From an optimization exercise on the open Yosys and OpenROAD flow, aimed at small area and a short achievable clock period; shortcuts taken in it are not production practice.
No run shown here included a check of the RTL's function; only the layout flow was run.
Power and IR drop assume default switching activity.

## flow/design.v (module list and top-level ports; edited modules follow where they fit)
// module MAF: 3168 lines
module MAF(
    input clk,
    input  [31:0] A, B, C,
    input  [1:0]  func,
    output [63:0] Result
    );
  // ...
==> flow/flow/run.sh <==
#!/bin/bash
# Standard ORFS layout with two changes:
#  - synthesis runs `synth -noabc` (the quick generic ABC pass inside synth is
#    skipped), so extract_fa sees the RTL's XOR/majority structure and maps
#    full adders without the inverters it otherwise puts around them;
#  - extra make variables from flow/make_args.txt (e.g. the port buffer cell).
# Each tool's output goes to its own log here and under orfs/logs.
set -euo pipefail
here=$(pwd)
sed '1s/yosys synth -nofsm -noshare/yosys synth -nofsm -noshare -noabc/' synth_recipe.tcl > my_synth.tcl
grep -q -- '-noabc' my_synth.tcl
sed "s#SYNTH_SCRIPT=[^ ]*#SYNTH_SCRIPT=$here/my_synth.tcl#" standard.sh > my_standard.sh
grep -q "SYNTH_SCRIPT=$here/my_synth.tcl" my_standard.sh
extra=()
if [[ -f flow/make_args.txt ]]; then
  while IFS= read -r line; do [[ -n "$line" ]] && extra+=("$line"); done < flow/make_args.txt
fi
bash my_standard.sh "${extra[@]}" synth > synth.log 2>&1
bash my_standard.sh "${extra[@]}" finish > layout.log 2>&1
test -f out/final.def
==> flow/flow/make_args.txt <==
BUFFER_PORTS_ARGS=-buffer_cell sky130_fd_sc_hd__buf_2
==> flow/standard.sh <==
#!/bin/bash
# synth_recipe.tcl (not shown) runs the flow's synth.tcl, then flattens the netlist and writes it again
# the make line also repeats each setting of config.mk as NAME=value (left out here)
make -C /OpenROAD-flow-scripts/flow DESIGN_CONFIG=/design/flow/config.mk WORK_HOME=/design/flow/orfs CLKGATE_MAP_FILE= SYNTH_SCRIPT=/design/flow/synth_recipe.tcl "${@:-finish}"
==> flow/config.mk <==
export PLATFORM = sky130hd
export DESIGN_NAME = MAF
export DESIGN_NICKNAME = MAF
export VERILOG_FILES = /design/flow/design.v
export SDC_FILE = /design/flow/constraint.sdc
export NUM_CORES = 4
export LEC_CHECK = 0
export CAP_MARGIN = 20
export CORE_MARGIN = 2
export CORE_UTILIZATION = 55
export SETUP_SLACK_MARGIN = 4.3
export SLEW_MARGIN = 20
==> flow/constraint.sdc <==
create_clock -name core_clock -period 10.0 [get_ports {clk}]
set_input_delay 2.0000 -clock core_clock [delete_from_list [all_inputs] [get_ports {clk}]]
set_output_delay 2.0000 -clock core_clock [all_outputs]
set_load 0.01 [all_outputs]
==> flow_summary.yaml, run 1 <==
sta:
  hold_viol_final: 0
  layout_setup_ws_ps: 4109
  fmax_ghz: 0.1698
  fin_setup_tns_ps: 0
  rsz0062_at_grt: "yes"
layout:
  final_util_pct: 61.02
  clk_share_pct: 1.952
  diodes: 1
  multi_input_area_share_pct: 78.94
  regArea_um2: 2887
  multi_input_area_um2: 23680
  inverters: 97
clock_network:
  cts_setup_buffers: 23
  clock_path_buffers: 2
  hold_buffers: 0
  clk_pin_slew_ps: 60
power:
  power_density_nw_per_um2: 343.3
  p_int_w: 0.005182
  power.share.sequential_pct: 10.9
  powerSeq_w: 0.00113
  peakVddDrop_mv: 0.2672
detailed_routing:
  routed.top_layer: "met5"
  wl_met1_mm: 37.14
floorplanning:
  die_width_um: 227.5
synth:
  synthArstFlopShare_pct: 0
  yosysSeqAreaShare_pct: 10.49
  synth_top_area_cell: "fa_1"
  synthMuxAreaShare_pct: 0
  avgSynthCellArea_um2: 10.18
  syn-num-nets: 3439
  synthXorXnorAreaFrac_pct: 17.76
  yosys_warnings: 1
  synthTopCellsByCount: "xnor2_1 (529), fa_1 (520), a22oi_1 (465)"
worst_setup_path:
  critPathSlowestCell: "a2111o_2"
  crit_buf_inv: 2
  max_stage_delay_ps: 530
  worstSetupStartpoint: "q26_2"
  cp.required_ps: 8000
global_routing:
  grt_pass1_wl_mm: 142.9
  grt_busiest_layer: "met2"
outcome:
  status: "timing/DRC/antenna clean"
worst_hold_path:
  hold_path_class: "primary input to flip-flop"
place:
  post_dp_cell_area_um2: 28640
  place_inst: 3270
==> run 2: changes to the inputs <==
--- a/flow/config.mk
+++ b/flow/config.mk
@@ -9,4 +9,5 @@
 export CORE_MARGIN = 2
 export CORE_UTILIZATION = 55
+export PLACE_DENSITY = 0.8
 export SETUP_SLACK_MARGIN = 4.3
 export SLEW_MARGIN = 20
==> run 2 against run 1 <==
  * Clock power is 4.8% lower
  * Maximum frequency is 0.32% lower
  * Worst hold slack worse by 41 ps
  * Wire length is 0.35% lower
  * Sequential share of layout area hardly changed
  * Critical path type unchanged
  * Critical path depth is 1 higher
  * Still clean on timing, DRC and antenna
  * Combinational power is 2% higher
  * Global-route usage is 0.86 points lower
  * Flip-flop and latch count stayed put
  * Non-clock buffer count is 9 lower
  * Final area is 0.27% higher
  * Via count is 5.8% higher
  * Largest cell class unchanged
==> flow_summary.yaml, run 2 <==
synth:
  synthCells: 2697
  ys_ff_latch: 144
  syn-num-nets: 3439
  synth_top_area_cell: "fa_1"
  synth_edf_count: 0
  yosysMostFrequentCell: "xnor2_1"
  ys.flop_type: "dfxtp_1"
  synthTopCellsByCount: "xnor2_1 (529), fa_1 (520), a22oi_1 (465)"
  synth_cell_types: 61
  synth_top_area_share_pct: 37.90
  synthArstFlopShare_pct: 0
  synth_area_leaders: "fa_1 (38%), xnor2_1 (17%), a22oi_1 (13%), dfxtp_1 (10%), ha_1 (5.6%)"
  syn_area_um2: 27470
  yosysSeqAreaShare_pct: 10.49
  avgSynthCellArea_um2: 10.18
  yosys_warnings: 1
detailed_routing:
  wl_met2_mm: 40.19
  wl_mm: 94.58
  dr_wl_met3_mm: 15.01
  via_count: 23500
  routed.top_layer: "met5"
  viasPerCell: 7.041
  drc: 0
  wl_met1_mm: 32.51
  drt_iter0_markers: 4166
  firstDrtPassIters: 13
  antenna_left: 0
  wl_per_cell_um: 28.34
clock_network:
  cts_htree_levels: 4
  clk_pin_slew_ps: 70
  cts_tree: "yes"
  cts.sink_count: 144
  cts_buffers: 17
  root_buffer: "clkbuf_16"
  hold_buffers: 0
  clock_path_buffers: 2
floorplanning:
  io-pin-count: 163
  die_width_um: 227.5
  initial_utilization_pct: 55.88
  row_count: 81
  dieArea_um2: 51750
  coreArea_um2: 49150
  die_h_um: 227.5
place:
  port-buffer-count: 162
  dp_hpwl_mm: 61.34
  place_inst: 3261
  place.gp.congestion: 0.9577
sta:
  fin_setup_tns_ps: 0
  report.final.setup_viol: 0
  fmax_ghz: 0.1692
  period_needed_ps: 5910
  period_share_pct: 59.10
  slew_violations: 0
  hold_viol_final: 0
  maxSlewHeadroom_pct: 15.36
  rsz0062_at_grt: "yes"
  tightest_slew_ps: 1268
layout:
  largest_reg_flops: 12
  final_common_cell: "xnor2_1"
  layout-drive-gt1-share_pct: 15.18
  top_register: "r_lo"
  regArea_um2: 2885
  fillCellCount: 3803
  final_cell_mix: "xnor2_1 (528), fa_1 (516), a22oi_1 (465)"
  syn2layout_area_growth_pct: 9.479
  multi_input_area_um2: 23820
  layout.cells.non_filler: 3337
  final_util_pct: 61.18
  nets: 3397
power:
  peakVddDrop_mv: 0.2271
  p_leak_nw: 11.63
  finalPower_w: 0.01044
  power_density_nw_per_um2: 347.1
worst_hold_path:
  worstHoldStart: "C[0]"
  min_path_cells: 4
  hold_path_class: "primary input to flip-flop"
global_routing:
  grt_pass1_vias: 25100
  grt_overflow: 0
  grt_start_max_net_pins: 51
  gr-usage-all-layers_pct: 36.78
  grt_pass1_wl_mm: 142.6
  antenna_found_initial: 7
worst_setup_path:
  start_kind: "flip-flop"
  worst-path-max-fanout: 3
  endpoint_kind: "output port"
  critical_path_class: "flip-flop to output port"
  crit_arrival_ps: 3910
  cp.required_ps: 8000
  worstSetupStartpoint: "q23_0"
flow_run:
  max_cap_viol_count: 0
outcome:
  status: "timing/DRC/antenna clean"
[run 2: metal layers]
| metal | vias up | global-route usage (%) |
|---|---|---|
| li1 | 9062 | - |
| met2 | 2343 | 54.17 |
| met3 | 713 | 15.75 |
| met1 | 11370 | 45.13 |
| met5 | - | 0 |
| met4 | 10 | 21.36 |
[run 2: cell type report]
| type | instances | area share, % |
|---|---|---|
| flip-flops and latches | 144 | 9.594 |
| multi-input cells | 2151 | 79.21 |
| clock inverters | 15 | 0.4743 |
| clock buffers | 17 | 1.415 |
| repair buffers | 244 | 5.288 |
| diodes | 5 | 0.04161 |
| inverters | 97 | 1.211 |
| well taps | 664 | 2.763 |
[run 2: final timing paths]
path / end
max: Result[62]
min: r_lo[0]
[run 2: what timing repair did]
item,4_1_cts,5_1_grt
gates resized for setup,44,75
setup endpoints to repair,110,65
pin swaps,27,27
cloned,3,4
setup buffers,11,19
endpoints found under the hold margin,0,0
[run 2: where the power goes]
group	switching, W	leakage (nW)	internal (W)	total [W]
clock network	0.000305	0.282	0.000328	0.000634
registers	0.000145	1.21	0.000985	0.00113
logic	0.00486	10.1	0.00382	0.00868
total	0.00531	11.6	0.00513	0.0104
[run 2: logic make-up after synthesis]
group	Yosys count	share of synthesized area [%]
AO/OA/AOI/OAI	682	17.90
AND/OR/NAND/NOR	262	4.755
flip-flops	144	10.49
XOR/XNOR	557	17.76
buffers and inverters	409	5.589
adder cells (fa/ha/maj)	643	43.50
[run 2: metrics by stage]
| step | setup WS, ps | instance area, um2 | hold slack, ps |
|---|---|---|---|
| floorplan | 4266 | 27510 | 2304 |
| global placement | 3279 | 28590 | 2403 |
| detailed placement | 3189 | 28590 | 2397 |
| CTS | 4075 | 29530 | 2001 |
| global route | 3985 | 30060 | 2058 |
| finish | 4090 | 30070 | 2031 |
[run 2: worst max-delay path, stage by stage, from the launching register on]
cell	delay, ps
dfxtp_1	320
fa_1	530
ha_4	320
nand2_4	80
a2111oi_4	350
o31ai_2	120
buf_4	180
a2111o_2	550
and2_4	200
o21ai_4	220
buf_6	150
o211ai_1	90
o311ai_2	110
buf_2	190

## re-timing with driven ports
In the flow no input, the clock included, has a driving cell. The finished layouts below were timed again as built, in two steps.
Step 1: set_driving_cell puts a clkbuf_16 on clk and a buf_2 on each other input, an assumption about the parent block.
Step 2 adds t to the input delays and takes it off the output delays; t is the mean of the earliest and latest rising clock arrival at the registers after step 1. Input paths then give back, and output paths get back, about the clock's delay inside the block.
a / b / c = ideal / step 1 / step 2; a / b = the first two.
| run | shift t [ns] | setup slack, ns | slew at the worst register clock pin (ns) | worst slew at a driven data input, ns |
|---|---|---|---|---|
| run 1 | 0.558 | 4.109 / 4.046 / 3.884 | 0.07 / 0.07 | 0.08 |
| run 2 | 0.544 | 4.090 / 4.030 / 3.797 | 0.08 / 0.08 | 0.09 |
After both steps every run listed still meets setup and hold. The setup slack of run 2, which loses most, moves by -0.060 ns with the drivers and by -0.293 ns with both steps.
